This is an optimization exercise on Yosys and OpenROAD, whose aim is small area, not a production implementation.
No functional check of the RTL was part of any run shown here.

$ cat design.v
module CordicMachine #(parameter N = 4, parameter FIRST = 0) (
	input [N-1:0] a,
	input [N-1:0] b,
	input ci,
	output [N-1:0] s,
	output co
);
	wire [N:0] c;
	wire [N-1:0] ls;
	assign c[0] = FIRST ? ci : 1'b0;
	genvar j;
	generate for (j = 0; j < N; j = j + 1) begin : bit_
		assign ls[j] = a[j] ^ b[j] ^ c[j];
		assign c[j+1] = (a[j] & b[j]) | (c[j] & (a[j] ^ b[j]));
	end endgenerate
	generate if (FIRST) begin : rip
		assign s = ls;
		assign co = c[N];
	end else begin : inc
		wire [N:0] p;   
		assign p[0] = 1'b1;
		for (j = 0; j < N; j = j + 1) begin : pre
			assign p[j+1] = p[j] & ls[j];
			assign s[j] = ls[j] ^ (ci & p[j]);
		end
		assign co = c[N] | (ci & p[N]);
	end endgenerate
endmodule
module Cordic(
	input clk,
	input [12:0] x_0,
	input [12:0] y_0,
	input [12:0] z_0,
	output [12:0] x_N,
	output [12:0] y_N,
	output [12:0] z_N
);
	wire [12:0] xs0 = x_0, ys0 = y_0;
	wire [12:0] zs0 = z_0;
	wire d0 = zs0[12];   
	wire signed [12:0] xss0 = xs0, yss0 = ys0;
	wire [12:0] xsh0 = xss0 >>> 0, ysh0 = yss0 >>> 0;
	wire [12:0] bx0 = ysh0 ^ {13{~d0}}, by0 = xsh0 ^ {13{d0}};
	wire [12:0] xn0, yn0;
	wire cx0_3;
	CordicMachine #(.N(3), .FIRST(1)) ax0_0 (.a(xs0[2:0]), .b(bx0[2:0]), .ci(~d0), .s(xn0[2:0]), .co(cx0_3));
	wire cx0_6;
	CordicMachine #(.N(3), .FIRST(0)) ax0_1 (.a(xs0[5:3]), .b(bx0[5:3]), .ci(cx0_3), .s(xn0[5:3]), .co(cx0_6));
	wire cx0_9;
	CordicMachine #(.N(3), .FIRST(0)) ax0_2 (.a(xs0[8:6]), .b(bx0[8:6]), .ci(cx0_6), .s(xn0[8:6]), .co(cx0_9));
	wire cx0_13;
	CordicMachine #(.N(4), .FIRST(0)) ax0_3 (.a(xs0[12:9]), .b(bx0[12:9]), .ci(cx0_9), .s(xn0[12:9]), .co(cx0_13));
	wire cy0_3;
	CordicMachine #(.N(3), .FIRST(1)) ay0_0 (.a(ys0[2:0]), .b(by0[2:0]), .ci(d0), .s(yn0[2:0]), .co(cy0_3));
	wire cy0_6;
	CordicMachine #(.N(3), .FIRST(0)) ay0_1 (.a(ys0[5:3]), .b(by0[5:3]), .ci(cy0_3), .s(yn0[5:3]), .co(cy0_6));
	wire cy0_9;
	CordicMachine #(.N(3), .FIRST(0)) ay0_2 (.a(ys0[8:6]), .b(by0[8:6]), .ci(cy0_6), .s(yn0[8:6]), .co(cy0_9));
	wire cy0_13;
	CordicMachine #(.N(4), .FIRST(0)) ay0_3 (.a(ys0[12:9]), .b(by0[12:9]), .ci(cy0_9), .s(yn0[12:9]), .co(cy0_13));
	wire [12:0] zf0;
	wire [12:0] za0 = {~d0, d0, ~d0, d0, d0, ~d0, 1'b1, 1'b0, 1'b0, 1'b0, 1'b0, 1'b0, 1'b0};   
	assign zf0[5:0] = zs0[5:0];
	wire cz0_9;
	CordicMachine #(.N(3), .FIRST(1)) az0_0 (.a(zs0[8:6]), .b(za0[8:6]), .ci(1'b0), .s(zf0[8:6]), .co(cz0_9));
	wire cz0_13;
	CordicMachine #(.N(4), .FIRST(0)) az0_1 (.a(zs0[12:9]), .b(za0[12:9]), .ci(cz0_9), .s(zf0[12:9]), .co(cz0_13));
	reg [12:0] xr1; reg [12:1] yr1; reg [12:0] zr1;
	always @(posedge clk) begin xr1 <= xn0; yr1 <= yn0[12:1]; zr1 <= zf0[12:0]; end
	wire [12:0] xs1 = xr1, ys1 = {yr1, xr1[0]};   
	wire [12:0] zs1 = zr1;
	wire d1 = zs1[12];   
	wire signed [12:0] xss1 = xs1, yss1 = ys1;
	wire [12:0] xsh1 = xss1 >>> 1, ysh1 = yss1 >>> 1;
	wire [12:0] bx1 = ysh1 ^ {13{~d1}}, by1 = xsh1 ^ {13{d1}};
	wire [12:0] xn1, yn1;
	wire cx1_3;
	CordicMachine #(.N(3), .FIRST(1)) ax1_0 (.a(xs1[2:0]), .b(bx1[2:0]), .ci(~d1), .s(xn1[2:0]), .co(cx1_3));
	wire cx1_6;
	CordicMachine #(.N(3), .FIRST(0)) ax1_1 (.a(xs1[5:3]), .b(bx1[5:3]), .ci(cx1_3), .s(xn1[5:3]), .co(cx1_6));
	wire cx1_9;
	CordicMachine #(.N(3), .FIRST(0)) ax1_2 (.a(xs1[8:6]), .b(bx1[8:6]), .ci(cx1_6), .s(xn1[8:6]), .co(cx1_9));
	wire cx1_13;
	CordicMachine #(.N(4), .FIRST(0)) ax1_3 (.a(xs1[12:9]), .b(bx1[12:9]), .ci(cx1_9), .s(xn1[12:9]), .co(cx1_13));
	wire cy1_3;
	CordicMachine #(.N(3), .FIRST(1)) ay1_0 (.a(ys1[2:0]), .b(by1[2:0]), .ci(d1), .s(yn1[2:0]), .co(cy1_3));
	wire cy1_6;
	CordicMachine #(.N(3), .FIRST(0)) ay1_1 (.a(ys1[5:3]), .b(by1[5:3]), .ci(cy1_3), .s(yn1[5:3]), .co(cy1_6));
	wire cy1_9;
	CordicMachine #(.N(3), .FIRST(0)) ay1_2 (.a(ys1[8:6]), .b(by1[8:6]), .ci(cy1_6), .s(yn1[8:6]), .co(cy1_9));
	wire cy1_13;
	CordicMachine #(.N(4), .FIRST(0)) ay1_3 (.a(ys1[12:9]), .b(by1[12:9]), .ci(cy1_9), .s(yn1[12:9]), .co(cy1_13));
	wire [11:0] zf1;
	wire [11:0] za1 = {~d1, d1, d1, ~d1, d1, ~d1, d1, ~d1, ~d1, 1'b1, 1'b0, 1'b0};   
	assign zf1[1:0] = zs1[1:0];
	wire cz1_5;
	CordicMachine #(.N(3), .FIRST(1)) az1_0 (.a(zs1[4:2]), .b(za1[4:2]), .ci(1'b0), .s(zf1[4:2]), .co(cz1_5));
	wire cz1_8;
	CordicMachine #(.N(3), .FIRST(0)) az1_1 (.a(zs1[7:5]), .b(za1[7:5]), .ci(cz1_5), .s(zf1[7:5]), .co(cz1_8));
	wire cz1_12;
	CordicMachine #(.N(4), .FIRST(0)) az1_2 (.a(zs1[11:8]), .b(za1[11:8]), .ci(cz1_8), .s(zf1[11:8]), .co(cz1_12));
	reg [12:0] xr2, yr2; reg [11:0] zr2;
	always @(posedge clk) begin xr2 <= xn1; yr2 <= yn1; zr2 <= zf1[11:0]; end
	wire [12:0] xs2 = xr2, ys2 = yr2;
	wire [11:0] zs2 = zr2;
	wire d2 = zs2[11];   
	wire signed [12:0] xss2 = xs2, yss2 = ys2;
	wire [12:0] xsh2 = xss2 >>> 2, ysh2 = yss2 >>> 2;
	wire [12:0] bx2 = ysh2 ^ {13{~d2}}, by2 = xsh2 ^ {13{d2}};
	wire [12:0] xn2, yn2;
	wire cx2_3;
	CordicMachine #(.N(3), .FIRST(1)) ax2_0 (.a(xs2[2:0]), .b(bx2[2:0]), .ci(~d2), .s(xn2[2:0]), .co(cx2_3));
	wire cx2_6;
	CordicMachine #(.N(3), .FIRST(0)) ax2_1 (.a(xs2[5:3]), .b(bx2[5:3]), .ci(cx2_3), .s(xn2[5:3]), .co(cx2_6));
	wire cx2_9;
	CordicMachine #(.N(3), .FIRST(0)) ax2_2 (.a(xs2[8:6]), .b(bx2[8:6]), .ci(cx2_6), .s(xn2[8:6]), .co(cx2_9));
	wire cx2_13;
	CordicMachine #(.N(4), .FIRST(0)) ax2_3 (.a(xs2[12:9]), .b(bx2[12:9]), .ci(cx2_9), .s(xn2[12:9]), .co(cx2_13));
	wire cy2_3;
	CordicMachine #(.N(3), .FIRST(1)) ay2_0 (.a(ys2[2:0]), .b(by2[2:0]), .ci(d2), .s(yn2[2:0]), .co(cy2_3));
	wire cy2_6;
	CordicMachine #(.N(3), .FIRST(0)) ay2_1 (.a(ys2[5:3]), .b(by2[5:3]), .ci(cy2_3), .s(yn2[5:3]), .co(cy2_6));
	wire cy2_9;
	CordicMachine #(.N(3), .FIRST(0)) ay2_2 (.a(ys2[8:6]), .b(by2[8:6]), .ci(cy2_6), .s(yn2[8:6]), .co(cy2_9));
	wire cy2_13;
	CordicMachine #(.N(4), .FIRST(0)) ay2_3 (.a(ys2[12:9]), .b(by2[12:9]), .ci(cy2_9), .s(yn2[12:9]), .co(cy2_13));
	wire [10:0] zf2;
	wire [10:0] za2 = {~d2, d2, d2, d2, ~d2, ~d2, ~d2, ~d2, ~d2, 1'b1, 1'b0};   
	assign zf2[0:0] = zs2[0:0];
	wire cz2_4;
	CordicMachine #(.N(3), .FIRST(1)) az2_0 (.a(zs2[3:1]), .b(za2[3:1]), .ci(1'b0), .s(zf2[3:1]), .co(cz2_4));
	wire cz2_7;
	CordicMachine #(.N(3), .FIRST(0)) az2_1 (.a(zs2[6:4]), .b(za2[6:4]), .ci(cz2_4), .s(zf2[6:4]), .co(cz2_7));
	wire cz2_11;
	CordicMachine #(.N(4), .FIRST(0)) az2_2 (.a(zs2[10:7]), .b(za2[10:7]), .ci(cz2_7), .s(zf2[10:7]), .co(cz2_11));
	reg [12:0] xr3, yr3; reg [10:0] zr3;
	always @(posedge clk) begin xr3 <= xn2; yr3 <= yn2; zr3 <= zf2[10:0]; end
	wire [12:0] xs3 = xr3, ys3 = yr3;
	wire [10:0] zs3 = zr3;
	wire d3 = zs3[10];   
	wire signed [12:0] xss3 = xs3, yss3 = ys3;
	wire [12:0] xsh3 = xss3 >>> 3, ysh3 = yss3 >>> 3;
	wire [12:0] bx3 = ysh3 ^ {13{~d3}}, by3 = xsh3 ^ {13{d3}};
	wire [12:0] xn3, yn3;
	wire cx3_3;
	CordicMachine #(.N(3), .FIRST(1)) ax3_0 (.a(xs3[2:0]), .b(bx3[2:0]), .ci(~d3), .s(xn3[2:0]), .co(cx3_3));
	wire cx3_6;
	CordicMachine #(.N(3), .FIRST(0)) ax3_1 (.a(xs3[5:3]), .b(bx3[5:3]), .ci(cx3_3), .s(xn3[5:3]), .co(cx3_6));
	wire cx3_9;
	CordicMachine #(.N(3), .FIRST(0)) ax3_2 (.a(xs3[8:6]), .b(bx3[8:6]), .ci(cx3_6), .s(xn3[8:6]), .co(cx3_9));
	wire cx3_13;
	CordicMachine #(.N(4), .FIRST(0)) ax3_3 (.a(xs3[12:9]), .b(bx3[12:9]), .ci(cx3_9), .s(xn3[12:9]), .co(cx3_13));
	wire cy3_3;
	CordicMachine #(.N(3), .FIRST(1)) ay3_0 (.a(ys3[2:0]), .b(by3[2:0]), .ci(d3), .s(yn3[2:0]), .co(cy3_3));
	wire cy3_6;
	CordicMachine #(.N(3), .FIRST(0)) ay3_1 (.a(ys3[5:3]), .b(by3[5:3]), .ci(cy3_3), .s(yn3[5:3]), .co(cy3_6));
	wire cy3_9;
	CordicMachine #(.N(3), .FIRST(0)) ay3_2 (.a(ys3[8:6]), .b(by3[8:6]), .ci(cy3_6), .s(yn3[8:6]), .co(cy3_9));
	wire cy3_13;
	CordicMachine #(.N(4), .FIRST(0)) ay3_3 (.a(ys3[12:9]), .b(by3[12:9]), .ci(cy3_9), .s(yn3[12:9]), .co(cy3_13));
	wire [9:0] zf3;
	wire [9:0] za3 = {~d3, d3, d3, d3, ~d3, ~d3, 1'b1, 1'b0, 1'b0, 1'b0};   
	assign zf3[2:0] = zs3[2:0];
	wire cz3_6;
	CordicMachine #(.N(3), .FIRST(1)) az3_0 (.a(zs3[5:3]), .b(za3[5:3]), .ci(1'b0), .s(zf3[5:3]), .co(cz3_6));
	wire cz3_10;
	CordicMachine #(.N(4), .FIRST(0)) az3_1 (.a(zs3[9:6]), .b(za3[9:6]), .ci(cz3_6), .s(zf3[9:6]), .co(cz3_10));
	reg [12:0] xr4, yr4; reg [9:0] zr4;
	always @(posedge clk) begin xr4 <= xn3; yr4 <= yn3; zr4 <= zf3[9:0]; end
	wire [12:0] xs4 = xr4, ys4 = yr4;
	wire [9:0] zs4 = zr4;
	wire d4 = zs4[9];   
	wire signed [12:0] xss4 = xs4, yss4 = ys4;
	wire [12:0] xsh4 = xss4 >>> 4, ysh4 = yss4 >>> 4;
	wire [12:0] bx4 = ysh4 ^ {13{~d4}}, by4 = xsh4 ^ {13{d4}};
	wire [12:0] xn4, yn4;
	wire cx4_3;
	CordicMachine #(.N(3), .FIRST(1)) ax4_0 (.a(xs4[2:0]), .b(bx4[2:0]), .ci(~d4), .s(xn4[2:0]), .co(cx4_3));
	wire cx4_6;
	CordicMachine #(.N(3), .FIRST(0)) ax4_1 (.a(xs4[5:3]), .b(bx4[5:3]), .ci(cx4_3), .s(xn4[5:3]), .co(cx4_6));
	wire cx4_9;
	CordicMachine #(.N(3), .FIRST(0)) ax4_2 (.a(xs4[8:6]), .b(bx4[8:6]), .ci(cx4_6), .s(xn4[8:6]), .co(cx4_9));
	wire cx4_13;
	CordicMachine #(.N(4), .FIRST(0)) ax4_3 (.a(xs4[12:9]), .b(bx4[12:9]), .ci(cx4_9), .s(xn4[12:9]), .co(cx4_13));
	wire cy4_3;
	CordicMachine #(.N(3), .FIRST(1)) ay4_0 (.a(ys4[2:0]), .b(by4[2:0]), .ci(d4), .s(yn4[2:0]), .co(cy4_3));
	wire cy4_6;
	CordicMachine #(.N(3), .FIRST(0)) ay4_1 (.a(ys4[5:3]), .b(by4[5:3]), .ci(cy4_3), .s(yn4[5:3]), .co(cy4_6));
	wire cy4_9;
	CordicMachine #(.N(3), .FIRST(0)) ay4_2 (.a(ys4[8:6]), .b(by4[8:6]), .ci(cy4_6), .s(yn4[8:6]), .co(cy4_9));
	wire cy4_13;
	CordicMachine #(.N(4), .FIRST(0)) ay4_3 (.a(ys4[12:9]), .b(by4[12:9]), .ci(cy4_9), .s(yn4[12:9]), .co(cy4_13));
	wire [8:0] zf4;
	wire [8:0] za4 = {~d4, d4, d4, d4, ~d4, ~d4, 1'b1, 1'b0, 1'b0};   
	assign zf4[1:0] = zs4[1:0];
	wire cz4_5;
	CordicMachine #(.N(3), .FIRST(1)) az4_0 (.a(zs4[4:2]), .b(za4[4:2]), .ci(1'b0), .s(zf4[4:2]), .co(cz4_5));
	wire cz4_9;
	CordicMachine #(.N(4), .FIRST(0)) az4_1 (.a(zs4[8:5]), .b(za4[8:5]), .ci(cz4_5), .s(zf4[8:5]), .co(cz4_9));
	reg [12:0] xr5, yr5; reg [8:0] zr5;
	always @(posedge clk) begin xr5 <= xn4; yr5 <= yn4; zr5 <= zf4[8:0]; end
	wire [12:0] xs5 = xr5, ys5 = yr5;
	wire [8:0] zs5 = zr5;
	wire d5 = zs5[8];   
	wire signed [12:0] xss5 = xs5, yss5 = ys5;
	wire [12:0] xsh5 = xss5 >>> 5, ysh5 = yss5 >>> 5;
	wire [12:0] bx5 = ysh5 ^ {13{~d5}}, by5 = xsh5 ^ {13{d5}};
	wire [12:0] xn5, yn5;
	wire cx5_3;
	CordicMachine #(.N(3), .FIRST(1)) ax5_0 (.a(xs5[2:0]), .b(bx5[2:0]), .ci(~d5), .s(xn5[2:0]), .co(cx5_3));
	wire cx5_6;
	CordicMachine #(.N(3), .FIRST(0)) ax5_1 (.a(xs5[5:3]), .b(bx5[5:3]), .ci(cx5_3), .s(xn5[5:3]), .co(cx5_6));
	wire cx5_9;
	CordicMachine #(.N(3), .FIRST(0)) ax5_2 (.a(xs5[8:6]), .b(bx5[8:6]), .ci(cx5_6), .s(xn5[8:6]), .co(cx5_9));
	wire cx5_13;
	CordicMachine #(.N(4), .FIRST(0)) ax5_3 (.a(xs5[12:9]), .b(bx5[12:9]), .ci(cx5_9), .s(xn5[12:9]), .co(cx5_13));
	wire cy5_3;
	CordicMachine #(.N(3), .FIRST(1)) ay5_0 (.a(ys5[2:0]), .b(by5[2:0]), .ci(d5), .s(yn5[2:0]), .co(cy5_3));
	wire cy5_6;
	CordicMachine #(.N(3), .FIRST(0)) ay5_1 (.a(ys5[5:3]), .b(by5[5:3]), .ci(cy5_3), .s(yn5[5:3]), .co(cy5_6));
	wire cy5_9;
	CordicMachine #(.N(3), .FIRST(0)) ay5_2 (.a(ys5[8:6]), .b(by5[8:6]), .ci(cy5_6), .s(yn5[8:6]), .co(cy5_9));
	wire cy5_13;
	CordicMachine #(.N(4), .FIRST(0)) ay5_3 (.a(ys5[12:9]), .b(by5[12:9]), .ci(cy5_9), .s(yn5[12:9]), .co(cy5_13));
	wire [7:0] zf5;
	wire [7:0] za5 = {~d5, d5, d5, d5, ~d5, ~d5, 1'b1, 1'b0};   
	assign zf5[0:0] = zs5[0:0];
	wire cz5_4;
	CordicMachine #(.N(3), .FIRST(1)) az5_0 (.a(zs5[3:1]), .b(za5[3:1]), .ci(1'b0), .s(zf5[3:1]), .co(cz5_4));
	wire cz5_8;
	CordicMachine #(.N(4), .FIRST(0)) az5_1 (.a(zs5[7:4]), .b(za5[7:4]), .ci(cz5_4), .s(zf5[7:4]), .co(cz5_8));
	reg [12:0] xr6, yr6; reg [7:0] zr6;
	always @(posedge clk) begin xr6 <= xn5; yr6 <= yn5; zr6 <= zf5[7:0]; end
	wire [12:0] xs6 = xr6, ys6 = yr6;
	wire [7:0] zs6 = zr6;
	wire d6 = zs6[7];   
	wire signed [12:0] xss6 = xs6, yss6 = ys6;
	wire [12:0] xsh6 = xss6 >>> 6, ysh6 = yss6 >>> 6;
	wire [12:0] bx6 = ysh6 ^ {13{~d6}}, by6 = xsh6 ^ {13{d6}};
	wire [12:0] xn6, yn6;
	wire cx6_3;
	CordicMachine #(.N(3), .FIRST(1)) ax6_0 (.a(xs6[2:0]), .b(bx6[2:0]), .ci(~d6), .s(xn6[2:0]), .co(cx6_3));
	wire cx6_6;
	CordicMachine #(.N(3), .FIRST(0)) ax6_1 (.a(xs6[5:3]), .b(bx6[5:3]), .ci(cx6_3), .s(xn6[5:3]), .co(cx6_6));
	wire cx6_9;
	CordicMachine #(.N(3), .FIRST(0)) ax6_2 (.a(xs6[8:6]), .b(bx6[8:6]), .ci(cx6_6), .s(xn6[8:6]), .co(cx6_9));
	wire cx6_13;
	CordicMachine #(.N(4), .FIRST(0)) ax6_3 (.a(xs6[12:9]), .b(bx6[12:9]), .ci(cx6_9), .s(xn6[12:9]), .co(cx6_13));
	wire cy6_3;
	CordicMachine #(.N(3), .FIRST(1)) ay6_0 (.a(ys6[2:0]), .b(by6[2:0]), .ci(d6), .s(yn6[2:0]), .co(cy6_3));
	wire cy6_6;
	CordicMachine #(.N(3), .FIRST(0)) ay6_1 (.a(ys6[5:3]), .b(by6[5:3]), .ci(cy6_3), .s(yn6[5:3]), .co(cy6_6));
	wire cy6_9;
	CordicMachine #(.N(3), .FIRST(0)) ay6_2 (.a(ys6[8:6]), .b(by6[8:6]), .ci(cy6_6), .s(yn6[8:6]), .co(cy6_9));
	wire cy6_13;
	CordicMachine #(.N(4), .FIRST(0)) ay6_3 (.a(ys6[12:9]), .b(by6[12:9]), .ci(cy6_9), .s(yn6[12:9]), .co(cy6_13));
	wire [6:0] zf6;
	wire [6:0] za6 = {~d6, d6, d6, d6, ~d6, ~d6, 1'b1};   
	wire cz6_3;
	CordicMachine #(.N(3), .FIRST(1)) az6_0 (.a(zs6[2:0]), .b(za6[2:0]), .ci(1'b0), .s(zf6[2:0]), .co(cz6_3));
	wire cz6_7;
	CordicMachine #(.N(4), .FIRST(0)) az6_1 (.a(zs6[6:3]), .b(za6[6:3]), .ci(cz6_3), .s(zf6[6:3]), .co(cz6_7));
	reg [12:0] xr7, yr7; reg [6:0] zr7;
	always @(posedge clk) begin xr7 <= xn6; yr7 <= yn6; zr7 <= zf6[6:0]; end
	wire [12:0] xs7 = xr7, ys7 = yr7;
	wire [6:0] zs7 = zr7;
	wire d7 = zs7[6];   
	wire signed [12:0] xss7 = xs7, yss7 = ys7;
	wire [12:0] xsh7 = xss7 >>> 7, ysh7 = yss7 >>> 7;
	wire [12:0] bx7 = ysh7 ^ {13{~d7}}, by7 = xsh7 ^ {13{d7}};
	wire [12:0] xn7, yn7;
	wire cx7_3;
	CordicMachine #(.N(3), .FIRST(1)) ax7_0 (.a(xs7[2:0]), .b(bx7[2:0]), .ci(~d7), .s(xn7[2:0]), .co(cx7_3));
	wire cx7_6;
	CordicMachine #(.N(3), .FIRST(0)) ax7_1 (.a(xs7[5:3]), .b(bx7[5:3]), .ci(cx7_3), .s(xn7[5:3]), .co(cx7_6));
	wire cx7_9;
	CordicMachine #(.N(3), .FIRST(0)) ax7_2 (.a(xs7[8:6]), .b(bx7[8:6]), .ci(cx7_6), .s(xn7[8:6]), .co(cx7_9));
	wire cx7_13;
	CordicMachine #(.N(4), .FIRST(0)) ax7_3 (.a(xs7[12:9]), .b(bx7[12:9]), .ci(cx7_9), .s(xn7[12:9]), .co(cx7_13));
	wire cy7_3;
	CordicMachine #(.N(3), .FIRST(1)) ay7_0 (.a(ys7[2:0]), .b(by7[2:0]), .ci(d7), .s(yn7[2:0]), .co(cy7_3));
	wire cy7_6;
	CordicMachine #(.N(3), .FIRST(0)) ay7_1 (.a(ys7[5:3]), .b(by7[5:3]), .ci(cy7_3), .s(yn7[5:3]), .co(cy7_6));
	wire cy7_9;
	CordicMachine #(.N(3), .FIRST(0)) ay7_2 (.a(ys7[8:6]), .b(by7[8:6]), .ci(cy7_6), .s(yn7[8:6]), .co(cy7_9));
	wire cy7_13;
	CordicMachine #(.N(4), .FIRST(0)) ay7_3 (.a(ys7[12:9]), .b(by7[12:9]), .ci(cy7_9), .s(yn7[12:9]), .co(cy7_13));
	wire [5:0] zf7;
	wire [5:0] za7 = {~d7, d7, d7, 1'b1, 1'b0, 1'b0};   
	assign zf7[1:0] = zs7[1:0];
	wire cz7_6;
	CordicMachine #(.N(4), .FIRST(1)) az7_0 (.a(zs7[5:2]), .b(za7[5:2]), .ci(1'b0), .s(zf7[5:2]), .co(cz7_6));
	reg [12:0] xr8, yr8; reg [5:0] zr8;
	always @(posedge clk) begin xr8 <= xn7; yr8 <= yn7; zr8 <= zf7[5:0]; end
	wire [12:0] xs8 = xr8, ys8 = yr8;
	wire [5:0] zs8 = zr8;
	wire d8 = zs8[5];   
	wire signed [12:0] xss8 = xs8, yss8 = ys8;
	wire [12:0] xsh8 = xss8 >>> 8, ysh8 = yss8 >>> 8;
	wire [12:0] bx8 = ysh8 ^ {13{~d8}}, by8 = xsh8 ^ {13{d8}};
	wire [12:0] xn8, yn8;
	wire cx8_3;
	CordicMachine #(.N(3), .FIRST(1)) ax8_0 (.a(xs8[2:0]), .b(bx8[2:0]), .ci(~d8), .s(xn8[2:0]), .co(cx8_3));
	wire cx8_6;
	CordicMachine #(.N(3), .FIRST(0)) ax8_1 (.a(xs8[5:3]), .b(bx8[5:3]), .ci(cx8_3), .s(xn8[5:3]), .co(cx8_6));
	wire cx8_9;
	CordicMachine #(.N(3), .FIRST(0)) ax8_2 (.a(xs8[8:6]), .b(bx8[8:6]), .ci(cx8_6), .s(xn8[8:6]), .co(cx8_9));
	wire cx8_13;
	CordicMachine #(.N(4), .FIRST(0)) ax8_3 (.a(xs8[12:9]), .b(bx8[12:9]), .ci(cx8_9), .s(xn8[12:9]), .co(cx8_13));
	wire cy8_3;
	CordicMachine #(.N(3), .FIRST(1)) ay8_0 (.a(ys8[2:0]), .b(by8[2:0]), .ci(d8), .s(yn8[2:0]), .co(cy8_3));
	wire cy8_6;
	CordicMachine #(.N(3), .FIRST(0)) ay8_1 (.a(ys8[5:3]), .b(by8[5:3]), .ci(cy8_3), .s(yn8[5:3]), .co(cy8_6));
	wire cy8_9;
	CordicMachine #(.N(3), .FIRST(0)) ay8_2 (.a(ys8[8:6]), .b(by8[8:6]), .ci(cy8_6), .s(yn8[8:6]), .co(cy8_9));
	wire cy8_13;
	CordicMachine #(.N(4), .FIRST(0)) ay8_3 (.a(ys8[12:9]), .b(by8[12:9]), .ci(cy8_9), .s(yn8[12:9]), .co(cy8_13));
	wire [4:0] zf8;
	wire [4:0] za8 = {~d8, d8, d8, 1'b1, 1'b0};   
	assign zf8[0:0] = zs8[0:0];
	wire cz8_5;
	CordicMachine #(.N(4), .FIRST(1)) az8_0 (.a(zs8[4:1]), .b(za8[4:1]), .ci(1'b0), .s(zf8[4:1]), .co(cz8_5));
	reg [12:0] xr9, yr9; reg [4:0] zr9;
	always @(posedge clk) begin xr9 <= xn8; yr9 <= yn8; zr9 <= zf8[4:0]; end
	wire [12:0] xs9 = xr9, ys9 = yr9;
	wire [4:0] zs9 = zr9;
	wire d9 = zs9[4];   
	wire signed [12:0] xss9 = xs9, yss9 = ys9;
	wire [12:0] xsh9 = xss9 >>> 9, ysh9 = yss9 >>> 9;
	wire [12:0] bx9 = ysh9 ^ {13{~d9}}, by9 = xsh9 ^ {13{d9}};
	wire [12:0] xn9, yn9;
	wire cx9_3;
	CordicMachine #(.N(3), .FIRST(1)) ax9_0 (.a(xs9[2:0]), .b(bx9[2:0]), .ci(~d9), .s(xn9[2:0]), .co(cx9_3));
	wire cx9_6;
	CordicMachine #(.N(3), .FIRST(0)) ax9_1 (.a(xs9[5:3]), .b(bx9[5:3]), .ci(cx9_3), .s(xn9[5:3]), .co(cx9_6));
	wire cx9_9;
	CordicMachine #(.N(3), .FIRST(0)) ax9_2 (.a(xs9[8:6]), .b(bx9[8:6]), .ci(cx9_6), .s(xn9[8:6]), .co(cx9_9));
	wire cx9_13;
	CordicMachine #(.N(4), .FIRST(0)) ax9_3 (.a(xs9[12:9]), .b(bx9[12:9]), .ci(cx9_9), .s(xn9[12:9]), .co(cx9_13));
	wire cy9_3;
	CordicMachine #(.N(3), .FIRST(1)) ay9_0 (.a(ys9[2:0]), .b(by9[2:0]), .ci(d9), .s(yn9[2:0]), .co(cy9_3));
	wire cy9_6;
	CordicMachine #(.N(3), .FIRST(0)) ay9_1 (.a(ys9[5:3]), .b(by9[5:3]), .ci(cy9_3), .s(yn9[5:3]), .co(cy9_6));
	wire cy9_9;
	CordicMachine #(.N(3), .FIRST(0)) ay9_2 (.a(ys9[8:6]), .b(by9[8:6]), .ci(cy9_6), .s(yn9[8:6]), .co(cy9_9));
	wire cy9_13;
	CordicMachine #(.N(4), .FIRST(0)) ay9_3 (.a(ys9[12:9]), .b(by9[12:9]), .ci(cy9_9), .s(yn9[12:9]), .co(cy9_13));
	wire [3:0] zf9;
	wire [3:0] za9 = {~d9, d9, d9, 1'b1};   
	wire cz9_4;
	CordicMachine #(.N(4), .FIRST(1)) az9_0 (.a(zs9[3:0]), .b(za9[3:0]), .ci(1'b0), .s(zf9[3:0]), .co(cz9_4));
	reg [12:0] xr10, yr10; reg [3:0] zr10;
	always @(posedge clk) begin xr10 <= xn9; yr10 <= yn9; zr10 <= zf9[3:0]; end
	wire [12:0] xs10 = xr10, ys10 = yr10;
	wire [3:0] zs10 = zr10;
	assign x_N = xs10;
	assign y_N = ys10;
	assign z_N = {{9{zs10[3]}}, zs10};
endmodule
$ cat flow/run.sh
#!/bin/bash
# Standard layout, but the port buffers that placement inserts use the smallest buffer cell.
set -euo pipefail
export BUFFER_PORTS_ARGS="-buffer_cell sky130_fd_sc_hd__buf_1"
bash standard.sh > standard.log 2>&1
$ cat standard.sh
#!/bin/bash
# synth_recipe.tcl (not shown) runs the flow's synth.tcl, then flattens the netlist and writes it again
# the make line also repeats each setting of config.mk as NAME=value (left out here)
make -C /OpenROAD-flow-scripts/flow DESIGN_CONFIG=/design/flow/config.mk WORK_HOME=/design/flow/orfs CLKGATE_MAP_FILE= SYNTH_SCRIPT=/design/flow/synth_recipe.tcl "${@:-finish}"
$ cat config.mk
export PLATFORM = sky130hd
export DESIGN_NAME = Cordic
export DESIGN_NICKNAME = Cordic
export VERILOG_FILES = /design/flow/design.v
export SDC_FILE = /design/flow/constraint.sdc
export NUM_CORES = 4
export LEC_CHECK = 0
export CAP_MARGIN = 20
export CORE_MARGIN = 2
export CORE_UTILIZATION = 40
export CTS_BUF_LIST = sky130_fd_sc_hd__clkbuf_8
export CTS_CLUSTER_DIAMETER = 100
export CTS_CLUSTER_SIZE = 18
export GPL_TIMING_DRIVEN = 0
export SLEW_MARGIN = 20
$ cat constraint.sdc
create_clock -name core_clock -period 3.2 [get_ports {clk}]
set_input_delay 0.6400 -clock core_clock [delete_from_list [all_inputs] [get_ports {clk}]]
set_output_delay 0.6400 -clock core_clock [all_outputs]
set_load 0.01 [all_outputs]
==> results of run 1 <==
stage by stage:
| stage | util | setup TNS (ps) | worst slack (ps) |
|---|---|---|---|
| finish | 0.437 | 0 | 129 |
| global route | 0.437 | 0 | 3.90 |
| CTS | 0.436 | 0 | 22.1 |
| detailed placement | 0.427 | -8970 | -485 |
| global placement | 0.427 | -7720 | -395 |
| floorplan | - | 0 | 63.3 |
cell type report:
type,count,area share
sequential,344,0.349
clock buffer,23,0.0160
timing repair buffer,78,0.0148
clock inverter,2,0.00120
tap,600,0.0380
multi-input combinational,926,0.540
buffer,25,0.00988
inverter,162,0.0308
worst paths after layout:
path,startpoint,end,slack [ps]
worst min register to register,zr4[0],zr5[0],310
worst min-delay path,z_0[5],zr1[5],140
worst max-delay path,zr7[6],yr8[12],130
worst max register to register,zr7[6],yr8[12],130
critical path, stage by stage (launching register included):
cell     delay, ps
dfxtp_2        450
buf_4          270
xor2_4         180
ha_1           270
fa_1           440
fa_1           580
nand4_1        120
o21ai_2        190
nand4_1        180
xnor2_2        280
cell families after synthesis:
logic type / count (synthesis)
buf+inv: 191
compound gates: 73
fa+ha+maj: 336
mux: 10
xor+xnor: 380
flops: 344
simple gates: 127
layout by cell type (no fill, tap or decap):
cell / netlist / layout
o21ai_2: 0 / 5
nand4b_1: 1 / 1
clkbuf_8: 0 / 23
xnor2_2: 3 / 4
nand4_1: 40 / 40
a21oi_1: 10 / 10
xnor2_1: 183 / 182
mux2i_1: 10 / 10
buf_2: 14 / 3
fa_1: 198 / 198
nand3_1: 48 / 48
inv_2: 9 / 9
inv_12: 0 / 1
xnor2_4: 6 / 6
clkbuf_4: 0 / 3
inv_1: 153 / 153
a41oi_1: 20 / 20
buf_1: 0 / 78
nor2_1: 16 / 16
nand3b_1: 20 / 20
nor3_1: 1 / 1
ha_1: 138 / 138
o21a_1: 1 / 1
xor2_1: 181 / 176
buf_6: 3 / 4
dfxtp_2: 0 / 3
xor2_4: 0 / 3
nand2_1: 1 / 1
clkinvlp_4: 0 / 1
a41o_1: 21 / 21
o21ai_1: 21 / 16
xor2_2: 7 / 9
dfxtp_1: 344 / 341
buf_4: 12 / 15
repair_timing:
action,4_1_cts,5_1_grt
resized for setup,10,16
setup endpoints to repair,24,39
pin swaps,0,0
cell usage after synthesis, drive strengths merged:
library cell	instances	share of area
xnor2	192	0.099
nor3	1	0.00027
nand2	1	0.00021
mux2i	10	0.0055
inv	162	0.033
a41oi	20	0.0096
nand4	40	0.014
fa	198	0.22
xor2	188	0.093
nand3	48	0.013
dfxtp	344	0.38
nand3b	20	0.0082
nor2	16	0.0033
nand4b	1	0.00048
o21a	1	0.00041
ha	138	0.095
a21oi	10	0.0027
o21ai	21	0.0058
buf	29	0.011
a41o	21	0.012
metal layers:
metal  vias up  share of wire
li1       4853              -
met1      4625           0.33
met2       118           0.60
met3        69          0.024
met4         0          0.043
met5         -              0
==> results_dict.tcl, run 1 <==
set metrics [dict create \
    grt_pass1_wl_um 47600 \
    rows 78 \
    netlist_area_um2 18300 \
    start_util 0.404 \
    io_buffer_count 78 \
    avgSynthCellArea_um2 12.5 \
    synth.yosys.warnings 1 \
    met3_usage 0.0181 \
    design.die.area_um2 47400 \
    criticalPathCategory "flip-flop to flip-flop" \
    cts_setup_buffers 0 \
    synth-seq-cells 344 \
    cts_sinks 344 \
    whs_path_depth 1 \
    finClkSkew_ps 35.9 \
    ff_latch_area_um2 6890 \
    finalInstanceArea_um2 19700 \
    worstMarginPinSlew_ps 734 \
    seq_area_frac_synth 0.377 \
    yosysUniqueCellTypes 26 \
    core_area_um2 45200 \
    grt_max_degree 19 \
    final_layout_size_suffix_gt1_frac 0.0571 \
    place.gp.congestion 0.821 \
    multi_input_area_um2 10700 \
    place_inst 2139 \
    via_per_inst 4.47 \
    drtIter0Drc 183 \
    grt_use_met2 0.273 \
    cts_tree "built" \
    grtUsageTotal 0.124 \
    critPathLaunchType "flip-flop" \
    min_path_type "primary input to flip-flop" \
    grt_setup_unrepaired "no" \
    clk_latency_ps 610 \
    placed_area_um2 19300 \
    drt_wl_total_um 28100 \
    die_w_um 218 \
    synth_compound_area_frac 0.0300 \
    cts.reportedPaths.clkPinSlew_ps 110 \
    cts_buffers 23 \
    fin_crit_ps 3070 \
    via_count 9665 \
    drv_slew 0 \
    cts_max_level 1 \
    instances_no_fill 2160 \
    ctsHoldBuffers 0 \
    synth_mux_area_frac 0.00548 \
    fmax_ghz 0.326 \
    top_usage_layer "met2" \
    setup_viol 0 \
    cts-root-buf "clkbuf_8" \
    globalRouteOverflowTotal 0 \
    cap_violations 0 \
    end_kind "flip-flop" \
    finalHoldViolations 0 \
    ant_nets 0 \
    path_max_fanout 10 \
    nets 1936 \
    slew_headroom 0.509 \
    drcViolationCount 0 \
    synth_top_family_by_area "adder cells" \
    routedWlPerCell_um 13.0 \
    arrival_ps 3590 \
    clk_path_buf_depth 3 \
    n_fill_cell 4220 \
    grt_use_met1 0.107 \
    io_pins 79 \
    area_growth_pct 8.14 \
    die_height_um 218 \
    diodes 0 \
    synth_xor_area_frac 0.193 \
    synth_nets 1837 \
    finalCritPeriodShare 0.960 \
    status "no timing/DRC/antenna violations" \
    antenna_found_initial 0 \
    required_ps 3720 \
    grt_pass1_vias 10600 \
    yosys.area_share.simple 0.0393 \
    worstRegToRegCells 9 \
    netlist_instances 1461 \
    dpl.hpwl_um 23900 \
    yosys.area_share.adder 0.312 \
    drt_first_pass_iters 4 \
    hold-worst-slack_ps 143 \
]
==> run 2, diff against run 1 <==
--- a/design.v
+++ b/design.v
@@ -61,10 +61,10 @@
 	wire [12:0] zf0;
 	wire [12:0] za0 = {~d0, d0, ~d0, d0, d0, ~d0, 1'b1, 1'b0, 1'b0, 1'b0, 1'b0, 1'b0, 1'b0};   
 	assign zf0[5:0] = zs0[5:0];
-	wire cz0_9;
-	CordicMachine #(.N(3), .FIRST(1)) az0_0 (.a(zs0[8:6]), .b(za0[8:6]), .ci(1'b0), .s(zf0[8:6]), .co(cz0_9));
+	wire cz0_10;
+	CordicMachine #(.N(4), .FIRST(1)) az0_0 (.a(zs0[9:6]), .b(za0[9:6]), .ci(1'b0), .s(zf0[9:6]), .co(cz0_10));
 	wire cz0_13;
-	CordicMachine #(.N(4), .FIRST(0)) az0_1 (.a(zs0[12:9]), .b(za0[12:9]), .ci(cz0_9), .s(zf0[12:9]), .co(cz0_13));
+	CordicMachine #(.N(3), .FIRST(0)) az0_1 (.a(zs0[12:10]), .b(za0[12:10]), .ci(cz0_10), .s(zf0[12:10]), .co(cz0_13));
 	reg [12:0] xr1; reg [12:1] yr1; reg [12:0] zr1;
 	always @(posedge clk) begin xr1 <= xn0; yr1 <= yn0[12:1]; zr1 <= zf0[12:0]; end
 	wire [12:0] xs1 = xr1, ys1 = {yr1, xr1[0]};   
@@ -93,12 +93,12 @@
 	wire [11:0] zf1;
 	wire [11:0] za1 = {~d1, d1, d1, ~d1, d1, ~d1, d1, ~d1, ~d1, 1'b1, 1'b0, 1'b0};   
 	assign zf1[1:0] = zs1[1:0];
-	wire cz1_5;
-	CordicMachine #(.N(3), .FIRST(1)) az1_0 (.a(zs1[4:2]), .b(za1[4:2]), .ci(1'b0), .s(zf1[4:2]), .co(cz1_5));
-	wire cz1_8;
-	CordicMachine #(.N(3), .FIRST(0)) az1_1 (.a(zs1[7:5]), .b(za1[7:5]), .ci(cz1_5), .s(zf1[7:5]), .co(cz1_8));
+	wire cz1_6;
+	CordicMachine #(.N(4), .FIRST(1)) az1_0 (.a(zs1[5:2]), .b(za1[5:2]), .ci(1'b0), .s(zf1[5:2]), .co(cz1_6));
+	wire cz1_10;
+	CordicMachine #(.N(4), .FIRST(0)) az1_1 (.a(zs1[9:6]), .b(za1[9:6]), .ci(cz1_6), .s(zf1[9:6]), .co(cz1_10));
 	wire cz1_12;
-	CordicMachine #(.N(4), .FIRST(0)) az1_2 (.a(zs1[11:8]), .b(za1[11:8]), .ci(cz1_8), .s(zf1[11:8]), .co(cz1_12));
+	CordicMachine #(.N(2), .FIRST(0)) az1_2 (.a(zs1[11:10]), .b(za1[11:10]), .ci(cz1_10), .s(zf1[11:10]), .co(cz1_12));
 	reg [12:0] xr2, yr2; reg [11:0] zr2;
 	always @(posedge clk) begin xr2 <= xn1; yr2 <= yn1; zr2 <= zf1[11:0]; end
 	wire [12:0] xs2 = xr2, ys2 = yr2;
@@ -127,12 +127,12 @@
 	wire [10:0] zf2;
 	wire [10:0] za2 = {~d2, d2, d2, d2, ~d2, ~d2, ~d2, ~d2, ~d2, 1'b1, 1'b0};   
 	assign zf2[0:0] = zs2[0:0];
-	wire cz2_4;
-	CordicMachine #(.N(3), .FIRST(1)) az2_0 (.a(zs2[3:1]), .b(za2[3:1]), .ci(1'b0), .s(zf2[3:1]), .co(cz2_4));
-	wire cz2_7;
-	CordicMachine #(.N(3), .FIRST(0)) az2_1 (.a(zs2[6:4]), .b(za2[6:4]), .ci(cz2_4), .s(zf2[6:4]), .co(cz2_7));
+	wire cz2_5;
+	CordicMachine #(.N(4), .FIRST(1)) az2_0 (.a(zs2[4:1]), .b(za2[4:1]), .ci(1'b0), .s(zf2[4:1]), .co(cz2_5));
+	wire cz2_9;
+	CordicMachine #(.N(4), .FIRST(0)) az2_1 (.a(zs2[8:5]), .b(za2[8:5]), .ci(cz2_5), .s(zf2[8:5]), .co(cz2_9));
 	wire cz2_11;
-	CordicMachine #(.N(4), .FIRST(0)) az2_2 (.a(zs2[10:7]), .b(za2[10:7]), .ci(cz2_7), .s(zf2[10:7]), .co(cz2_11));
+	CordicMachine #(.N(2), .FIRST(0)) az2_2 (.a(zs2[10:9]), .b(za2[10:9]), .ci(cz2_9), .s(zf2[10:9]), .co(cz2_11));
 	reg [12:0] xr3, yr3; reg [10:0] zr3;
 	always @(posedge clk) begin xr3 <= xn2; yr3 <= yn2; zr3 <= zf2[10:0]; end
 	wire [12:0] xs3 = xr3, ys3 = yr3;
@@ -161,10 +161,10 @@
 	wire [9:0] zf3;
 	wire [9:0] za3 = {~d3, d3, d3, d3, ~d3, ~d3, 1'b1, 1'b0, 1'b0, 1'b0};   
 	assign zf3[2:0] = zs3[2:0];
-	wire cz3_6;
-	CordicMachine #(.N(3), .FIRST(1)) az3_0 (.a(zs3[5:3]), .b(za3[5:3]), .ci(1'b0), .s(zf3[5:3]), .co(cz3_6));
+	wire cz3_7;
+	CordicMachine #(.N(4), .FIRST(1)) az3_0 (.a(zs3[6:3]), .b(za3[6:3]), .ci(1'b0), .s(zf3[6:3]), .co(cz3_7));
 	wire cz3_10;
-	CordicMachine #(.N(4), .FIRST(0)) az3_1 (.a(zs3[9:6]), .b(za3[9:6]), .ci(cz3_6), .s(zf3[9:6]), .co(cz3_10));
+	CordicMachine #(.N(3), .FIRST(0)) az3_1 (.a(zs3[9:7]), .b(za3[9:7]), .ci(cz3_7), .s(zf3[9:7]), .co(cz3_10));
 	reg [12:0] xr4, yr4; reg [9:0] zr4;
 	always @(posedge clk) begin xr4 <= xn3; yr4 <= yn3; zr4 <= zf3[9:0]; end
 	wire [12:0] xs4 = xr4, ys4 = yr4;
@@ -193,10 +193,10 @@
 	wire [8:0] zf4;
 	wire [8:0] za4 = {~d4, d4, d4, d4, ~d4, ~d4, 1'b1, 1'b0, 1'b0};   
 	assign zf4[1:0] = zs4[1:0];
-	wire cz4_5;
-	CordicMachine #(.N(3), .FIRST(1)) az4_0 (.a(zs4[4:2]), .b(za4[4:2]), .ci(1'b0), .s(zf4[4:2]), .co(cz4_5));
+	wire cz4_6;
+	CordicMachine #(.N(4), .FIRST(1)) az4_0 (.a(zs4[5:2]), .b(za4[5:2]), .ci(1'b0), .s(zf4[5:2]), .co(cz4_6));
 	wire cz4_9;
-	CordicMachine #(.N(4), .FIRST(0)) az4_1 (.a(zs4[8:5]), .b(za4[8:5]), .ci(cz4_5), .s(zf4[8:5]), .co(cz4_9));
+	CordicMachine #(.N(3), .FIRST(0)) az4_1 (.a(zs4[8:6]), .b(za4[8:6]), .ci(cz4_6), .s(zf4[8:6]), .co(cz4_9));
 	reg [12:0] xr5, yr5; reg [8:0] zr5;
 	always @(posedge clk) begin xr5 <= xn4; yr5 <= yn4; zr5 <= zf4[8:0]; end
 	wire [12:0] xs5 = xr5, ys5 = yr5;
@@ -225,10 +225,10 @@
 	wire [7:0] zf5;
 	wire [7:0] za5 = {~d5, d5, d5, d5, ~d5, ~d5, 1'b1, 1'b0};   
 	assign zf5[0:0] = zs5[0:0];
-	wire cz5_4;
-	CordicMachine #(.N(3), .FIRST(1)) az5_0 (.a(zs5[3:1]), .b(za5[3:1]), .ci(1'b0), .s(zf5[3:1]), .co(cz5_4));
+	wire cz5_5;
+	CordicMachine #(.N(4), .FIRST(1)) az5_0 (.a(zs5[4:1]), .b(za5[4:1]), .ci(1'b0), .s(zf5[4:1]), .co(cz5_5));
 	wire cz5_8;
-	CordicMachine #(.N(4), .FIRST(0)) az5_1 (.a(zs5[7:4]), .b(za5[7:4]), .ci(cz5_4), .s(zf5[7:4]), .co(cz5_8));
+	CordicMachine #(.N(3), .FIRST(0)) az5_1 (.a(zs5[7:5]), .b(za5[7:5]), .ci(cz5_5), .s(zf5[7:5]), .co(cz5_8));
 	reg [12:0] xr6, yr6; reg [7:0] zr6;
 	always @(posedge clk) begin xr6 <= xn5; yr6 <= yn5; zr6 <= zf5[7:0]; end
 	wire [12:0] xs6 = xr6, ys6 = yr6;
@@ -256,10 +256,10 @@
 	CordicMachine #(.N(4), .FIRST(0)) ay6_3 (.a(ys6[12:9]), .b(by6[12:9]), .ci(cy6_9), .s(yn6[12:9]), .co(cy6_13));
 	wire [6:0] zf6;
 	wire [6:0] za6 = {~d6, d6, d6, d6, ~d6, ~d6, 1'b1};   
-	wire cz6_3;
-	CordicMachine #(.N(3), .FIRST(1)) az6_0 (.a(zs6[2:0]), .b(za6[2:0]), .ci(1'b0), .s(zf6[2:0]), .co(cz6_3));
+	wire cz6_4;
+	CordicMachine #(.N(4), .FIRST(1)) az6_0 (.a(zs6[3:0]), .b(za6[3:0]), .ci(1'b0), .s(zf6[3:0]), .co(cz6_4));
 	wire cz6_7;
-	CordicMachine #(.N(4), .FIRST(0)) az6_1 (.a(zs6[6:3]), .b(za6[6:3]), .ci(cz6_3), .s(zf6[6:3]), .co(cz6_7));
+	CordicMachine #(.N(3), .FIRST(0)) az6_1 (.a(zs6[6:4]), .b(za6[6:4]), .ci(cz6_4), .s(zf6[6:4]), .co(cz6_7));
 	reg [12:0] xr7, yr7; reg [6:0] zr7;
 	always @(posedge clk) begin xr7 <= xn6; yr7 <= yn6; zr7 <= zf6[6:0]; end
 	wire [12:0] xs7 = xr7, ys7 = yr7;
==> run 2 against run 1 <==
- die area fell by 0.46%
- flip-flop and latch count did not move
- hold slack got worse by 1.5 ps
- critical path type unchanged
- utilization rose by 0.28 points
- critical path depth rose by 3
- via count rose by 0.66%
- design area rose by 0.42%
- register-to-register slack improved by 60 ps
==> results_dict.tcl, run 2 <==
set metrics [dict create \
    cts.reportedPaths.clkPinSlew_ps 110 \
    grt_pass1_wl_um 49400 \
    synth_most_common_cell "dfxtp_1" \
    hold-worst-slack_ps 141 \
    worst-path-buf-inv 4 \
    cp_cell_sequence "buf_4, buf_6, clkinvlp_4, ha_1, fa_1, inv_1, fa_1, fa_1, o31ai_1, ha_1, xnor2_1, xnor2_1" \
    dr_wl_met3_um 863 \
    drt_first_pass_iters 4 \
    die_height_um 217 \
    fin_crit_ps 3020 \
    synth_edf_count 0 \
    path_delay_family "adder cells" \
    grt_max_degree 20 \
    async_flop_share 0 \
    cts_sinks 344 \
    min_path_type "primary input to flip-flop" \
    clk_path_buf_depth 3 \
    antenna_found_initial 1 \
    grt_setup_unrepaired "no" \
    synth.yosys.warnings 1 \
    setup_viol 0 \
    place.gp.congestion 0.788 \
    final_common_cell "dfxtp_1" \
    via_count 9729 \
    slew_headroom 0.513 \
    final_layout_size_suffix_gt1_frac 0.0677 \
    area_growth_pct 9.11 \
    status "no timing/DRC/antenna violations" \
    clk_latency_ps 580 \
    yosysTopAreaCellShare 0.379 \
    end_kind "flip-flop" \
    cp_slowest_cell "fa_1" \
    io_buffer_count 78 \
    layout_common_cells "dfxtp_1, fa_1, xnor2_1, xor2_1, inv_1" \
    yosys-top-cells-area "dfxtp_1, fa_1, ha_1" \
    required_ps 3710 \
    globalRouteOverflowTotal 0 \
    seq_area_frac_synth 0.379 \
    drtIter0Drc 199 \
    netlist_area_um2 18200 \
    yosysTopAreaCell "dfxtp_1" \
    synth_nets 1829 \
    ys_top_cells_by_count "dfxtp_1, fa_1, xor2_1" \
    cts_max_level 1 \
    routed.top_layer "met4" \
    setup_ws_ps 185 \
    design.die.area_um2 47200 \
    crit_top_cell "fa_1" \
    ff2ff_setup_slack_ps 180 \
    finClkSkew_ps 14.0 \
    start_util 0.403 \
    io_pins 79 \
    cts_tree "built" \
    drcViolationCount 0 \
    cts_buffers 23 \
    wl_met1_um 12100 \
    netlist_instances 1453 \
    ant_nets 0 \
    cpPeakStageDelay_ps 450 \
    fmax_ghz 0.332 \
    avgSynthCellArea_um2 12.5 \
    diodes 0 \
    path_max_fanout 10 \
    arrival_ps 3530 \
    grtUsageTotal 0.127 \
    routedWlPerCell_um 12.8 \
    critPathLaunchType "flip-flop" \
    grt_pass1_vias 10700 \
    finalHoldViolations 0 \
    dpl.hpwl_um 23100 \
    die_w_um 217 \
    synth_flop_cell "dfxtp_1" \
    core_area_um2 45100 \
    pre_cts_ws_ps -445 \
    rows 78 \
    finalCritPeriodShare 0.942 \
    cap_violations 0 \
    worstMarginPinSlew_ps 728 \
    criticalPathCategory "flip-flop to flip-flop" \
    via_per_inst 4.49 \
    drt_wl_total_um 27700 \
    yosysUniqueCellTypes 30 \
    drv_slew 0 \
    wl_met2_um 14300 \
    nets 1940 \
    setup_tns_ps 0 \
    synth-seq-cells 344 \
    cts-root-buf "clkbuf_8" \
]
==> run 2: metrics by stage <==
stage,std cells,utilization,cell area [um^2]
after floorplan,1453,-,18200
after global placement,2131,0.427,19200
after global routing,2165,0.440,19800
after detailed placement,2131,0.427,19200
after CTS,2158,0.436,19700
final,2165,0.440,19800
==> run 2: cell type report <==
| cell class | count | area [um^2] |
|---|---|---|
| well taps | 600 | 751 |
| repair buffers | 87 | 360 |
| clock inverters | 2 | 17.5 |
| fillers | 4258 | 25300 |
| clock buffers | 24 | 330 |
| plain buffers | 28 | 235 |
| inverters | 166 | 631 |
| flip-flops and latches | 344 | 6900 |
| multi-input cells | 914 | 10600 |
==> run 2: final timing paths <==
kind,startpoint,to,cells after the start
setup / recovery,zr2[11],zr3[10],12
hold / removal,z_0[5],zr1[5],1
setup reg to reg,zr2[11],zr3[10],12
hold reg to reg,zr3[2],zr4[2],0
==> run 2: repair_timing <==
action / in CTS / in global routing
hold buffers: 0 / 0
endpoints found under the setup margin: 60 / 42
cloned: 0 / 0
setup buffers: 2 / 7
gates resized for setup: 21 / 26
==> run 2: kinds of logic after synthesis <==
group | Yosys count | synth area share
adder cells (fa/ha/maj) | 336 | 0.313
XOR/XNOR | 374 | 0.190
buffers and inverters | 195 | 0.0449
flip-flops | 344 | 0.379
multiplexers | 10 | 0.00551
AND/OR/NAND/NOR | 122 | 0.0385
AO/OA/AOI/OAI | 72 | 0.0296
==> run 2: routing by layer <==
metal | vias to the layer above | track usage
li1 | 4866 | -
met1 | 4739 | 0.152
met2 | 91 | 0.238
met3 | 33 | 0.0194
met4 | 0 | 0.0297
met5 | - | 0
==> run 2: worst reg2reg max path, cell delays in order, from the launching register on <==
cell        delay (ps)
dfxtp_2            410
buf_4              210
buf_6              200
clkinvlp_4         140
ha_1               220
fa_1               350
inv_1               80
fa_1               180
fa_1               450
o31ai_1            250
ha_1               200
xnor2_1            130
xnor2_1            130
==> run 3, diff against run 2 <==
--- a/design.v
+++ b/design.v
@@ -61,10 +61,10 @@
 	wire [12:0] zf0;
 	wire [12:0] za0 = {~d0, d0, ~d0, d0, d0, ~d0, 1'b1, 1'b0, 1'b0, 1'b0, 1'b0, 1'b0, 1'b0};   
 	assign zf0[5:0] = zs0[5:0];
-	wire cz0_10;
-	CordicMachine #(.N(4), .FIRST(1)) az0_0 (.a(zs0[9:6]), .b(za0[9:6]), .ci(1'b0), .s(zf0[9:6]), .co(cz0_10));
+	wire cz0_11;
+	CordicMachine #(.N(5), .FIRST(1)) az0_0 (.a(zs0[10:6]), .b(za0[10:6]), .ci(1'b0), .s(zf0[10:6]), .co(cz0_11));
 	wire cz0_13;
-	CordicMachine #(.N(3), .FIRST(0)) az0_1 (.a(zs0[12:10]), .b(za0[12:10]), .ci(cz0_10), .s(zf0[12:10]), .co(cz0_13));
+	CordicMachine #(.N(2), .FIRST(0)) az0_1 (.a(zs0[12:11]), .b(za0[12:11]), .ci(cz0_11), .s(zf0[12:11]), .co(cz0_13));
 	reg [12:0] xr1; reg [12:1] yr1; reg [12:0] zr1;
 	always @(posedge clk) begin xr1 <= xn0; yr1 <= yn0[12:1]; zr1 <= zf0[12:0]; end
 	wire [12:0] xs1 = xr1, ys1 = {yr1, xr1[0]};   
@@ -93,12 +93,10 @@
 	wire [11:0] zf1;
 	wire [11:0] za1 = {~d1, d1, d1, ~d1, d1, ~d1, d1, ~d1, ~d1, 1'b1, 1'b0, 1'b0};   
 	assign zf1[1:0] = zs1[1:0];
-	wire cz1_6;
-	CordicMachine #(.N(4), .FIRST(1)) az1_0 (.a(zs1[5:2]), .b(za1[5:2]), .ci(1'b0), .s(zf1[5:2]), .co(cz1_6));
-	wire cz1_10;
-	CordicMachine #(.N(4), .FIRST(0)) az1_1 (.a(zs1[9:6]), .b(za1[9:6]), .ci(cz1_6), .s(zf1[9:6]), .co(cz1_10));
+	wire cz1_7;
+	CordicMachine #(.N(5), .FIRST(1)) az1_0 (.a(zs1[6:2]), .b(za1[6:2]), .ci(1'b0), .s(zf1[6:2]), .co(cz1_7));
 	wire cz1_12;
-	CordicMachine #(.N(2), .FIRST(0)) az1_2 (.a(zs1[11:10]), .b(za1[11:10]), .ci(cz1_10), .s(zf1[11:10]), .co(cz1_12));
+	CordicMachine #(.N(5), .FIRST(0)) az1_1 (.a(zs1[11:7]), .b(za1[11:7]), .ci(cz1_7), .s(zf1[11:7]), .co(cz1_12));
 	reg [12:0] xr2, yr2; reg [11:0] zr2;
 	always @(posedge clk) begin xr2 <= xn1; yr2 <= yn1; zr2 <= zf1[11:0]; end
 	wire [12:0] xs2 = xr2, ys2 = yr2;
@@ -127,12 +125,10 @@
 	wire [10:0] zf2;
 	wire [10:0] za2 = {~d2, d2, d2, d2, ~d2, ~d2, ~d2, ~d2, ~d2, 1'b1, 1'b0};   
 	assign zf2[0:0] = zs2[0:0];
-	wire cz2_5;
-	CordicMachine #(.N(4), .FIRST(1)) az2_0 (.a(zs2[4:1]), .b(za2[4:1]), .ci(1'b0), .s(zf2[4:1]), .co(cz2_5));
-	wire cz2_9;
-	CordicMachine #(.N(4), .FIRST(0)) az2_1 (.a(zs2[8:5]), .b(za2[8:5]), .ci(cz2_5), .s(zf2[8:5]), .co(cz2_9));
+	wire cz2_6;
+	CordicMachine #(.N(5), .FIRST(1)) az2_0 (.a(zs2[5:1]), .b(za2[5:1]), .ci(1'b0), .s(zf2[5:1]), .co(cz2_6));
 	wire cz2_11;
-	CordicMachine #(.N(2), .FIRST(0)) az2_2 (.a(zs2[10:9]), .b(za2[10:9]), .ci(cz2_9), .s(zf2[10:9]), .co(cz2_11));
+	CordicMachine #(.N(5), .FIRST(0)) az2_1 (.a(zs2[10:6]), .b(za2[10:6]), .ci(cz2_6), .s(zf2[10:6]), .co(cz2_11));
 	reg [12:0] xr3, yr3; reg [10:0] zr3;
 	always @(posedge clk) begin xr3 <= xn2; yr3 <= yn2; zr3 <= zf2[10:0]; end
 	wire [12:0] xs3 = xr3, ys3 = yr3;
@@ -161,10 +157,10 @@
 	wire [9:0] zf3;
 	wire [9:0] za3 = {~d3, d3, d3, d3, ~d3, ~d3, 1'b1, 1'b0, 1'b0, 1'b0};   
 	assign zf3[2:0] = zs3[2:0];
-	wire cz3_7;
-	CordicMachine #(.N(4), .FIRST(1)) az3_0 (.a(zs3[6:3]), .b(za3[6:3]), .ci(1'b0), .s(zf3[6:3]), .co(cz3_7));
+	wire cz3_8;
+	CordicMachine #(.N(5), .FIRST(1)) az3_0 (.a(zs3[7:3]), .b(za3[7:3]), .ci(1'b0), .s(zf3[7:3]), .co(cz3_8));
 	wire cz3_10;
-	CordicMachine #(.N(3), .FIRST(0)) az3_1 (.a(zs3[9:7]), .b(za3[9:7]), .ci(cz3_7), .s(zf3[9:7]), .co(cz3_10));
+	CordicMachine #(.N(2), .FIRST(0)) az3_1 (.a(zs3[9:8]), .b(za3[9:8]), .ci(cz3_8), .s(zf3[9:8]), .co(cz3_10));
 	reg [12:0] xr4, yr4; reg [9:0] zr4;
 	always @(posedge clk) begin xr4 <= xn3; yr4 <= yn3; zr4 <= zf3[9:0]; end
 	wire [12:0] xs4 = xr4, ys4 = yr4;
@@ -193,10 +189,10 @@
 	wire [8:0] zf4;
 	wire [8:0] za4 = {~d4, d4, d4, d4, ~d4, ~d4, 1'b1, 1'b0, 1'b0};   
 	assign zf4[1:0] = zs4[1:0];
-	wire cz4_6;
-	CordicMachine #(.N(4), .FIRST(1)) az4_0 (.a(zs4[5:2]), .b(za4[5:2]), .ci(1'b0), .s(zf4[5:2]), .co(cz4_6));
+	wire cz4_7;
+	CordicMachine #(.N(5), .FIRST(1)) az4_0 (.a(zs4[6:2]), .b(za4[6:2]), .ci(1'b0), .s(zf4[6:2]), .co(cz4_7));
 	wire cz4_9;
-	CordicMachine #(.N(3), .FIRST(0)) az4_1 (.a(zs4[8:6]), .b(za4[8:6]), .ci(cz4_6), .s(zf4[8:6]), .co(cz4_9));
+	CordicMachine #(.N(2), .FIRST(0)) az4_1 (.a(zs4[8:7]), .b(za4[8:7]), .ci(cz4_7), .s(zf4[8:7]), .co(cz4_9));
 	reg [12:0] xr5, yr5; reg [8:0] zr5;
 	always @(posedge clk) begin xr5 <= xn4; yr5 <= yn4; zr5 <= zf4[8:0]; end
 	wire [12:0] xs5 = xr5, ys5 = yr5;
@@ -225,10 +221,10 @@
 	wire [7:0] zf5;
 	wire [7:0] za5 = {~d5, d5, d5, d5, ~d5, ~d5, 1'b1, 1'b0};   
 	assign zf5[0:0] = zs5[0:0];
-	wire cz5_5;
-	CordicMachine #(.N(4), .FIRST(1)) az5_0 (.a(zs5[4:1]), .b(za5[4:1]), .ci(1'b0), .s(zf5[4:1]), .co(cz5_5));
+	wire cz5_6;
+	CordicMachine #(.N(5), .FIRST(1)) az5_0 (.a(zs5[5:1]), .b(za5[5:1]), .ci(1'b0), .s(zf5[5:1]), .co(cz5_6));
 	wire cz5_8;
-	CordicMachine #(.N(3), .FIRST(0)) az5_1 (.a(zs5[7:5]), .b(za5[7:5]), .ci(cz5_5), .s(zf5[7:5]), .co(cz5_8));
+	CordicMachine #(.N(2), .FIRST(0)) az5_1 (.a(zs5[7:6]), .b(za5[7:6]), .ci(cz5_6), .s(zf5[7:6]), .co(cz5_8));
 	reg [12:0] xr6, yr6; reg [7:0] zr6;
 	always @(posedge clk) begin xr6 <= xn5; yr6 <= yn5; zr6 <= zf5[7:0]; end
 	wire [12:0] xs6 = xr6, ys6 = yr6;
@@ -256,10 +252,10 @@
 	CordicMachine #(.N(4), .FIRST(0)) ay6_3 (.a(ys6[12:9]), .b(by6[12:9]), .ci(cy6_9), .s(yn6[12:9]), .co(cy6_13));
 	wire [6:0] zf6;
 	wire [6:0] za6 = {~d6, d6, d6, d6, ~d6, ~d6, 1'b1};   
-	wire cz6_4;
-	CordicMachine #(.N(4), .FIRST(1)) az6_0 (.a(zs6[3:0]), .b(za6[3:0]), .ci(1'b0), .s(zf6[3:0]), .co(cz6_4));
+	wire cz6_5;
+	CordicMachine #(.N(5), .FIRST(1)) az6_0 (.a(zs6[4:0]), .b(za6[4:0]), .ci(1'b0), .s(zf6[4:0]), .co(cz6_5));
 	wire cz6_7;
-	CordicMachine #(.N(3), .FIRST(0)) az6_1 (.a(zs6[6:4]), .b(za6[6:4]), .ci(cz6_4), .s(zf6[6:4]), .co(cz6_7));
+	CordicMachine #(.N(2), .FIRST(0)) az6_1 (.a(zs6[6:5]), .b(za6[6:5]), .ci(cz6_5), .s(zf6[6:5]), .co(cz6_7));
 	reg [12:0] xr7, yr7; reg [6:0] zr7;
 	always @(posedge clk) begin xr7 <= xn6; yr7 <= yn6; zr7 <= zf6[6:0]; end
 	wire [12:0] xs7 = xr7, ys7 = yr7;
==> run 3 against run 2 <==
- synthesized cell count down 0.41%
- worst setup slack worse by 16 ps
- die area down 0.33%
- flip-flop and latch count unchanged
- critical path type is now primary input to flip-flop
- synthesized area down 0.33%
- highest routed layer unchanged
==> results_dict.tcl, run 3 <==
set metrics [dict create \
    status "no timing/DRC/antenna violations" \
    whs_path_depth 1 \
    cts_sinks 344 \
    dpl.hpwl_um 22700 \
    grtUsageTotal 0.122 \
    netlist_instances 1447 \
    worstRegToRegCells 10 \
    clk_latency_ps 580 \
    antenna_found_initial 0 \
    fmax_ghz 0.330 \
    cts_max_level 1 \
    finClkSkew_ps 22.7 \
    drt_first_pass_iters 4 \
    nets 1923 \
    slew_headroom 0.515 \
    design.die.area_um2 47000 \
    via_per_inst 4.46 \
    yosysTopAreaCellShare 0.380 \
    final_layout_size_suffix_gt1_frac 0.0600 \
    drtIter0Drc 220 \
    layout_common_cells "dfxtp_1, fa_1, xnor2_1" \
    drt_wl_total_um 26800 \
    criticalPathCategory "primary input to flip-flop" \
    grt_setup_unrepaired "no" \
    drcViolationCount 0 \
    synth_most_common_cell "dfxtp_1" \
    ant_nets 0 \
    netlist_area_um2 18100 \
    synth_flop_cell "dfxtp_1" \
    synth.yosys.warnings 1 \
    io_buffer_count 78 \
    finalHoldViolations 0 \
    seq_area_frac_synth 0.380 \
    io_pins 79 \
    die_w_um 217 \
    start_util 0.408 \
    fin_crit_ps 3030 \
    hold-worst-slack_ps 140 \
    grt_pass1_wl_um 47100 \
    yosysUniqueCellTypes 32 \
    area_growth_pct 8.57 \
    worstMarginPinSlew_ps 724 \
    instances_no_fill 2142 \
    die_height_um 217 \
    cts_buffers 23 \
    grt_max_degree 20 \
    rows 77 \
    finalCritPeriodShare 0.947 \
    drv_slew 0 \
    ctsHoldBuffers 0 \
    clk_path_buf_depth 3 \
    ys_top_cells_by_count "dfxtp_1, fa_1, xnor2_1" \
    globalRouteOverflowTotal 0 \
    grt_pass1_vias 10400 \
    place_inst 2117 \
    synth_nets 1820 \
    yosysTopAreaCell "dfxtp_1" \
    yosys-top-cells-area "dfxtp_1, fa_1, ha_1" \
    synth_edf_count 0 \
    critPathLaunchType "primary input" \
    arrival_ps 3520 \
    end_kind "flip-flop" \
    diodes 0 \
    setup_viol 0 \
    synth-seq-cells 344 \
    final_common_cell "dfxtp_1" \
    via_count 9562 \
    avgSynthCellArea_um2 12.5 \
    min_path_type "primary input to flip-flop" \
    n_fill_cell 4160 \
    place.gp.congestion 0.786 \
    routedWlPerCell_um 12.5 \
    required_ps 3690 \
    path_max_fanout 10 \
    cts_tree "built" \
    async_flop_share 0 \
    cts-root-buf "clkbuf_8" \
    cap_violations 0 \
    cts.reportedPaths.clkPinSlew_ps 100 \
    core_area_um2 44400 \
]
run 3: changes by cell type in the layout (fill, tap and decap cells not counted), moves of 6 or more:
cell,change
xor2_1,-14
inv_1,+13
xnor2_1,+7
ha_1,-6
run 3: routing by layer:
layer  vias to the layer above  global-route usage  share of wire  wire (um)
li1                       4810                   -              -          -
met1                      4611               0.124           0.38      10200
met2                       106               0.251           0.56      15100
met3                        35              0.0190          0.031        824
met4                         0              0.0358          0.026        707
met5                         -                   0              0          0
run 3: timing repair:
item | 4_1_cts | 5_1_grt
endpoints found under the setup margin | 65 | 55
resized for setup | 29 | 26
pin swaps | 0 | 1
buffers inserted | 1 | 2
run 3: critical path, stage by stage:
cell and delay (ps):
buf_1 300, buf_6 210, buf_2 300, xnor2_1 130, ha_1 200, fa_1 420, fa_1 580, nand4_1 110
o21ai_1 280, nand4_1 180, xnor2_1 160
run 3: logic make-up after synthesis:
group	share of synthesized area
buf+inv	0.0474
simple gates	0.0376
fa+ha+maj	0.313
mux	0.00553
compound gates	0.0295
xor+xnor	0.187
flops	0.380
run 3: cell type report:
type / count / area, um^2 / area share
Timing Repair Buffer: 81 / 315 / 0.0160
Sequential cell: 344 / 6900 / 0.351
Inverter: 174 / 657 / 0.0334
Clock buffer: 24 / 330 / 0.0168
Multi-Input combinational cell: 899 / 10500 / 0.534
Tap cell: 592 / 741 / 0.0377
Buffer: 27 / 213 / 0.0108
Clock inverter: 1 / 16.3 / 0.000827
run 3: through the flow:
stage	utilization	cell area [um^2]	setup TNS (ps)	worst slack (ps)
after floorplan	-	18100	0	3.75
after global placement	0.431	19100	-17600	-603
after detailed placement	0.431	19200	-19450	-623
after CTS	0.440	19600	0	19.0
after global routing	0.443	19700	0	6.91
final	0.443	19700	0	168
run 3: path summary, 6_finish.rpt:
kind	endpoint	start	slack [ps]
max	xr1[12]	z_0[12]	170
min	zr1[3]	z_0[3]	140
max reg2reg	yr4[10]	zr3[10]	210
min reg2reg	zr4[2]	zr3[2]	340

re-timing with driven ports:
The flow's constraints put no driver on any port. The routed layouts listed below were extracted and timed again, unchanged, in two steps. Step 1, drivers: a clkbuf_16 drives clk and a buf_2 each remaining input, both assumed. Step 2 moves the port delays by t, midway between the first and last clock arrival at a register: inputs arrive t later, outputs are due t later. That takes back most of the time a late clock gives input paths. Three values: ideal, step 1, step 2; two values: the first two.
| run | shift t [ns] | setup WS [ns] | clock arrival spread, ns | worst data-port slew with drivers (ns) |
|---|---|---|---|---|
| run 1 | 0.625 | 0.129 / 0.129 / -0.430 | 0.063 / 0.063 | 0.07 |
| run 2 | 0.625 | 0.185 / 0.185 / -0.381 | 0.017 / 0.017 | 0.03 |
| run 3 | 0.625 | 0.168 / 0.195 / -0.430 | 0.032 / 0.033 | 0.04 |
With both steps, setup timing fails in every run listed, where it was met with ideal ports. For run 3, which loses most, drivers alone change the setup slack by +0.027 ns; drivers and shift together by -0.598 ns.
